This design comes from an exercise in tuning for small area and a short achievable clock period on the open sky130 flow, not from production work.
Only simulation tests tie the RTL to the original design; equivalence was not proved.
No driver is modelled on the clock port, so clocking that relies on it looks cheaper here than on a real chip.
Power and IR drop assume default switching activity.

==> flow/design.v <==
`timescale 1ns/1ps
module FIFO#(
    parameter width = 32,
    parameter depth = 64,
    parameter ptr_w = 6
)
(
    clk, rstn,
    rd_en, wrt_en,
    data_in,
    read_ready,
    data_out,
    full, empty,
    out_valid,
    empty_o
);
input clk, rstn;
input rd_en, wrt_en;
input [width-1 : 0] data_in;
input read_ready;
output [width-1 : 0] data_out;
output full, empty;
output out_valid;
output empty_o;    
reg full, not_empty;
assign empty = !not_empty;
reg [width-1 : 0] sram_mem [0 : depth-1];
reg [ptr_w-1 : 0] waddr, raddr;
reg [width-1 : 0] din_q, din_qq;    
reg was_empty, was_empty2;          
wire rd_do, wr_do;
wire [ptr_w-1 : 0] waddr_inc, raddr_inc;
assign waddr_inc = waddr + 1'b1;
assign raddr_inc = raddr + 1'b1;
assign rd_do = rd_en & not_empty & read_ready;
assign wr_do = wrt_en & (!full | rd_do);
assign out_valid = rd_do;
always @(posedge clk) begin
    din_q <= data_in;
    din_qq <= din_q;
    was_empty <= !not_empty;
    was_empty2 <= was_empty;
end
reg [3:0] wsel_hi, wcom_grp;
reg [15:0] wsel_lo, wcom_lo;
always @(posedge clk or negedge rstn) begin
    if(!rstn) begin
        wsel_hi <= 4'd1;
        wsel_lo <= 16'd1;
        wcom_grp <= 4'd0;
    end
    else begin
        if(wr_do) begin
            wsel_lo <= {wsel_lo[14:0], wsel_lo[15]};
            if(wsel_lo[15])
                wsel_hi <= {wsel_hi[2:0], wsel_hi[3]};
        end
        wcom_grp <= wsel_hi & {4{wr_do}};
    end
end
always @(posedge clk)
    wcom_lo <= wsel_lo;
integer w;
always @(posedge clk) begin
    for (w = 0; w < depth; w = w + 1)
        if (wcom_grp[w/16] & wcom_lo[w%16])
            sram_mem[w] <= din_q;
end
reg [3:0] rsel_hi;
reg [15:0] rsel_lo;
always @(posedge clk or negedge rstn) begin
    if(!rstn) begin
        rsel_hi <= 4'd1;
        rsel_lo <= 16'd1;
    end
    else if(rd_do) begin
        rsel_lo <= {rsel_lo[14:0], rsel_lo[15]};
        if(rsel_lo[15])
            rsel_hi <= {rsel_hi[2:0], rsel_hi[3]};
    end
end
reg [width-1 : 0] grp [0 : 3];
reg [width-1 : 0] grp_d [0 : 3];
integer i, j;
always @(*) begin
    for (i = 0; i < 4; i = i + 1) begin
        grp_d[i] = {width{1'b0}};
        for (j = 0; j < 16; j = j + 1)
            grp_d[i] = grp_d[i] | (sram_mem[16*i+j] & {width{rsel_lo[j]}});
    end
end
always @(posedge clk) begin
    for (i = 0; i < 4; i = i + 1)
        grp[i] <= grp_d[i];
end
reg [width-1 : 0] rdata;
always @(*) begin
    rdata = {width{1'b0}};
    for (i = 0; i < 4; i = i + 1)
        rdata = rdata | (grp[i] & {width{rsel_hi[i]}});
end
assign data_out = was_empty ? din_q : was_empty2 ? din_qq : rdata;
always @(posedge clk or negedge rstn) begin
    if(!rstn)
        raddr <= 'b0;
    else if(rd_do)
        raddr <= raddr_inc;
end
always @(posedge clk or negedge rstn) begin
    if(!rstn)
        waddr <= 'b0;
    else if(wr_do)
        waddr <= waddr_inc;
end
always @(posedge clk or negedge rstn) begin
    if(!rstn)
        full <= 'b0;
    else if((wr_do & !rd_do) && (waddr_inc == raddr))
        full <= 'b1;
    else if(rd_do & !wr_do)
        full <= 'b0;
end
reg not_empty_o;
assign empty_o = !not_empty_o;
always @(posedge clk or negedge rstn) begin
    if(!rstn)
        not_empty_o <= 'b0;
    else
        not_empty_o <= (not_empty_o | (wr_do & !rd_do)) & !((rd_do & !wr_do) && (raddr_inc == waddr));
end
always @(posedge clk or negedge rstn) begin
    if(!rstn)
        not_empty <= 'b0;
    else if((rd_do & !wr_do) && (raddr_inc == waddr))
        not_empty <= 'b0;
    else if(wr_do & !rd_do)
        not_empty <= 'b1;
end
endmodule
`timescale 1ns/1ps
module serial_out#(
    parameter width = 32,
    parameter count_w = 5
)
(
    clk, rstn,
    rd_en,
    data_in,
    data_out,
    read_ready,
    data_valid,
    read_ready_o,
    data_valid_o
);
input clk ,rstn;
input [width-1 : 0] data_in;
input rd_en;
output data_out;
output read_ready;
output data_valid;
output read_ready_o;
output data_valid_o;
reg [width-1 : 1] data_hi;
reg data_lo;
reg [count_w-1 : 0] count;
reg data_valid;
assign read_ready = !data_valid;
reg valid_o, busy_o;
assign data_valid_o = valid_o;
assign read_ready_o = !busy_o;
wire last = (count == 'd31);
wire load = rd_en & read_ready;
wire keep = data_valid & !last;
always @(posedge clk) begin
    data_hi <= load ? data_in[width-1:1] : {data_hi[width-1], data_hi[width-1:2]};
end
always@(posedge clk or negedge rstn) begin
    if(!rstn) begin
        count <= 'b0;
        data_lo <= 'b0;
        data_valid <= 'b0;
        valid_o <= 'b0;
        busy_o <= 'b0;
    end
    else begin
        data_lo <= load ? data_in[0] : (keep & data_hi[1]);
        valid_o <= load | (valid_o & !last);
        busy_o <= (load | busy_o) & !last;
        if(last) begin
            data_valid <= 'b0;
            count <= 'b0;
        end
        else if(load) begin
            data_valid <= 'b1;
            count <= 'b0;
        end
        else if(data_valid)
            count <= count + 'b1;
    end
end
assign data_out = data_lo;
endmodule
`timescale 1ns/1ps
module PISO_SRAM#(
    parameter width = 32,
    parameter depth = 64,
    parameter ptr_w = 6
)
(
    clk, rstn,
    rd_en, wrt_en,
    data_in,
    data_out,
    full, empty,
    out_valid,
    read_ready
);
input clk, rstn;
input rd_en, wrt_en;
input [width-1 : 0] data_in;
output data_out;
output full, empty;
output out_valid;
output read_ready;
wire [width-1 : 0] trans_data;
wire trans_valid;
wire ready_int, empty_int, valid_int;
FIFO fifo0(
    .clk(clk),
    .rstn(rstn),
    .rd_en(rd_en),
    .wrt_en(wrt_en),
    .data_in(data_in),
    .read_ready(ready_int),
    .data_out(trans_data),
    .full(full),
    .empty(empty_int),
    .out_valid(trans_valid),
    .empty_o(empty));
serial_out so1(
    .clk(clk), .rstn(rstn),
    .rd_en(trans_valid),
    .data_in(trans_data),
    .data_out(data_out),
    .read_ready(ready_int),
    .data_valid(valid_int),
    .read_ready_o(read_ready),
    .data_valid_o(out_valid)
);
endmodule
Settings: LEC_CHECK=0, CAP_MARGIN=20, CORE_MARGIN=2, CORE_UTILIZATION=50, CTS_CLUSTER_DIAMETER=100, CTS_CLUSTER_SIZE=25, PLACE_DENSITY=0.6, SETUP_SLACK_MARGIN=2.75, SLEW_MARGIN=20; clock period 5.0 ns.
standard.sh (not shown) runs the stock make flow with config.mk's settings and CLKGATE_MAP_FILE= SYNTH_SCRIPT=/design/flow/synth_recipe.tcl, a recipe that flattens the netlist after the stock synthesis.
==> flow/flow/run.sh <==
#!/bin/bash
# The standard layout (standard.sh, unchanged synthesis), with two changes:
# the port buffers that buffer_ports inserts are plain buf_4 cells instead of
# the delay cells it picks by default, and after CTS the setup repair is run
# again (flow/post_cts.tcl, through ORFS's POST_CTS_TCL hook). Each tool's
# full output stays in orfs/logs; make's own output goes to standard.log here.
set -euo pipefail
here=$(pwd)
export BUFFER_PORTS_ARGS="-buffer_cell sky130_fd_sc_hd__buf_4"
export POST_CTS_TCL="$here/flow/post_cts.tcl"
bash standard.sh > standard.log 2>&1
==> flow/flow/post_cts.tcl <==
# Sourced by ORFS's cts.tcl (POST_CTS_TCL) after its own setup repair: the
# repair often stops early, so run it again from where it stopped, then
# legalize the placement as cts.tcl does.
log_cmd estimate_parasitics -placement
for {set pass 0} {$pass < 2} {incr pass} {
  repair_timing_helper
  log_cmd estimate_parasitics -placement
}
set result [catch { detailed_placement } msg]
if { $result != 0 } {
  error "Detailed placement failed after the extra repair: $msg"
}
check_placement -verbose
report_worst_slack
report_design_area
Next try:
--- a/flow/design.v
+++ b/flow/design.v
@@ -10,20 +10,22 @@
     data_in,
     read_ready,
     data_out,
     full, empty,
     out_valid,
-    empty_o
+    empty_o,
+    full_o
 );
 input clk, rstn;
 input rd_en, wrt_en;
 input [width-1 : 0] data_in;
 input read_ready;
 output [width-1 : 0] data_out;
 output full, empty;
 output out_valid;
 output empty_o;    
+output full_o;     
 reg full, not_empty;
 assign empty = !not_empty;
 reg [width-1 : 0] sram_mem [0 : depth-1];
 reg [ptr_w-1 : 0] waddr, raddr;
 reg [width-1 : 0] din_q, din_qq;    
@@ -117,10 +119,17 @@
         full <= 'b0;
     else if((wr_do & !rd_do) && (waddr_inc == raddr))
         full <= 'b1;
     else if(rd_do & !wr_do)
         full <= 'b0;
+end
+reg full_o;
+always @(posedge clk or negedge rstn) begin
+    if(!rstn)
+        full_o <= 'b0;
+    else
+        full_o <= (full_o | ((wr_do & !rd_do) && (waddr_inc == raddr))) & !(rd_do & !wr_do);
 end
 reg not_empty_o;
 assign empty_o = !not_empty_o;
 always @(posedge clk or negedge rstn) begin
     if(!rstn)
@@ -222,23 +231,24 @@
 output full, empty;
 output out_valid;
 output read_ready;
 wire [width-1 : 0] trans_data;
 wire trans_valid;
-wire ready_int, empty_int, valid_int;
+wire ready_int, empty_int, valid_int, full_int;
 FIFO fifo0(
     .clk(clk),
     .rstn(rstn),
     .rd_en(rd_en),
     .wrt_en(wrt_en),
     .data_in(data_in),
     .read_ready(ready_int),
     .data_out(trans_data),
-    .full(full),
+    .full(full_int),
     .empty(empty_int),
     .out_valid(trans_valid),
-    .empty_o(empty));
+    .empty_o(empty),
+    .full_o(full));
 serial_out so1(
     .clk(clk), .rstn(rstn),
     .rd_en(trans_valid),
     .data_in(trans_data),
     .data_out(data_out),
Effect: Worst setup slack loses 0.089 ns; total power is about the same; global-route usage stays flat; final area hardly moves; via count stays flat; fmax shrinks by 3.6%; count of clock-buffer cells in the layout grows by 7; worst hold slack is about the same; synthesized area barely changes; core utilization grows by 0.11 points; cell count barely changes.

* * *

// PISO_SRAM: RTL as listed in full above, without the edits since
export LEC_CHECK = 0
export CAP_MARGIN = 20
export CORE_MARGIN = 2
export CORE_UTILIZATION = 50
export CTS_CLUSTER_DIAMETER = 100
export CTS_CLUSTER_SIZE = 25
export PLACE_DENSITY = 0.6
export SETUP_SLACK_MARGIN = 2.65
export SLEW_MARGIN = 20
create_clock -name core_clock -period 5.0 [get_ports {clk}]
Scripts as last shown in full above: flow/flow/run.sh, flow/flow/post_cts.tcl
==> next run, changes <==
--- a/flow/design.v
+++ b/flow/design.v
@@ -8,23 +8,21 @@
     clk, rstn,
     rd_en, wrt_en,
     data_in,
     read_ready,
     data_out,
     full, empty,
-    out_valid,
-    empty_o
+    out_valid
 );
 input clk, rstn;
 input rd_en, wrt_en;
 input [width-1 : 0] data_in;
 input read_ready;
 output [width-1 : 0] data_out;
 output full, empty;
 output out_valid;
-output empty_o;    
 reg full, not_empty;
 assign empty = !not_empty;
 reg [width-1 : 0] sram_mem [0 : depth-1];
 reg [ptr_w-1 : 0] waddr, raddr;
 reg [width-1 : 0] din_q, din_qq;    
 reg was_empty, was_empty2;          
@@ -117,20 +115,12 @@
         full <= 'b0;
     else if((wr_do & !rd_do) && (waddr_inc == raddr))
         full <= 'b1;
     else if(rd_do & !wr_do)
         full <= 'b0;
 end
-reg not_empty_o;
-assign empty_o = !not_empty_o;
-always @(posedge clk or negedge rstn) begin
-    if(!rstn)
-        not_empty_o <= 'b0;
-    else
-        not_empty_o <= (not_empty_o | (wr_do & !rd_do)) & !((rd_do & !wr_do) && (raddr_inc == waddr));
-end
 always @(posedge clk or negedge rstn) begin
     if(!rstn)
         not_empty <= 'b0;
     else if((rd_do & !wr_do) && (raddr_inc == waddr))
         not_empty <= 'b0;
     else if(wr_do & !rd_do)
@@ -145,50 +135,39 @@
 (
     clk, rstn,
     rd_en,
     data_in,
     data_out,
     read_ready,
-    data_valid,
-    read_ready_o,
-    data_valid_o
+    data_valid
 );
 input clk ,rstn;
 input [width-1 : 0] data_in;
 input rd_en;
 output data_out;
 output read_ready;
 output data_valid;
-output read_ready_o;
-output data_valid_o;
 reg [width-1 : 1] data_hi;
 reg data_lo;
 reg [count_w-1 : 0] count;
 reg data_valid;
 assign read_ready = !data_valid;
-reg valid_o, busy_o;
-assign data_valid_o = valid_o;
-assign read_ready_o = !busy_o;
 wire last = (count == 'd31);
 wire load = rd_en & read_ready;
 wire keep = data_valid & !last;
 always @(posedge clk) begin
     data_hi <= load ? data_in[width-1:1] : {data_hi[width-1], data_hi[width-1:2]};
 end
 always@(posedge clk or negedge rstn) begin
     if(!rstn) begin
         count <= 'b0;
         data_lo <= 'b0;
         data_valid <= 'b0;
-        valid_o <= 'b0;
-        busy_o <= 'b0;
     end
     else begin
         data_lo <= load ? data_in[0] : (keep & data_hi[1]);
-        valid_o <= load | (valid_o & !last);
-        busy_o <= (load | busy_o) & !last;
         if(last) begin
             data_valid <= 'b0;
             count <= 'b0;
         end
         else if(load) begin
             data_valid <= 'b1;
@@ -221,30 +200,26 @@
 output data_out;
 output full, empty;
 output out_valid;
 output read_ready;
 wire [width-1 : 0] trans_data;
 wire trans_valid;
-wire ready_int, empty_int, valid_int;
 FIFO fifo0(
     .clk(clk),
     .rstn(rstn),
     .rd_en(rd_en),
     .wrt_en(wrt_en),
     .data_in(data_in),
-    .read_ready(ready_int),
+    .read_ready(read_ready),
     .data_out(trans_data),
     .full(full),
-    .empty(empty_int),
-    .out_valid(trans_valid),
-    .empty_o(empty));
+    .empty(empty),
+    .out_valid(trans_valid));
 serial_out so1(
     .clk(clk), .rstn(rstn),
     .rd_en(trans_valid),
     .data_in(trans_data),
     .data_out(data_out),
-    .read_ready(ready_int),
-    .data_valid(valid_int),
-    .read_ready_o(read_ready),
-    .data_valid_o(out_valid)
+    .read_ready(read_ready),
+    .data_valid(out_valid)
 );
 endmodule
Outcome:
- The changed run passed the timing, design-rule and antenna checks
- first-iteration DRC count rose by a few percent
- via count stays flat
- total power rose slightly
- worst hold slack degrades by 0.0096 ns
- global-route usage is about the same
- area after synthesis hardly moves
- critical path depth does not change
- count of clock-buffer cells in the layout rose by 3
- wire length stays flat
- final area stays flat
- core utilization hardly moves
- non-clock buffer count rose by 6
- worst setup slack degrades by 0.013 ns
- synthesized cell count fell slightly

afterwards: timing with drivers on the ports:
How much do the figures lean on ideal ports? The routed layouts below were timed once more, with nothing changed but the port constraints. Step 1, drivers: a clkbuf_16 drives clk and a buf_2 each remaining input, both assumed. Step 2 moves the port delays by t, midway between the first and last clock arrival at a register: inputs arrive t later, outputs are due t later. That takes back most of the time a late clock gives input paths. Three values: ideal, step 1, step 2; two values: the first two.
run	t, ns	setup slack, ns	latest minus earliest clock arrival (ns)
the first run of note 1	0.841	2.632 / 2.542 / 2.360	0.036 / 0.037
the second run of note 1	0.843	2.543 / 2.454 / 2.381	0.038 / 0.039
the first run of note 2	0.843	2.646 / 2.554 / 2.356	0.035 / 0.035
the second run of note 2	0.851	2.632 / 2.543 / 2.279	0.041 / 0.041
After both steps setup and hold are still met in every run listed. The setup slack of the second run of note 2, which loses most, moves by -0.089 ns with the drivers and by -0.353 ns with both steps.
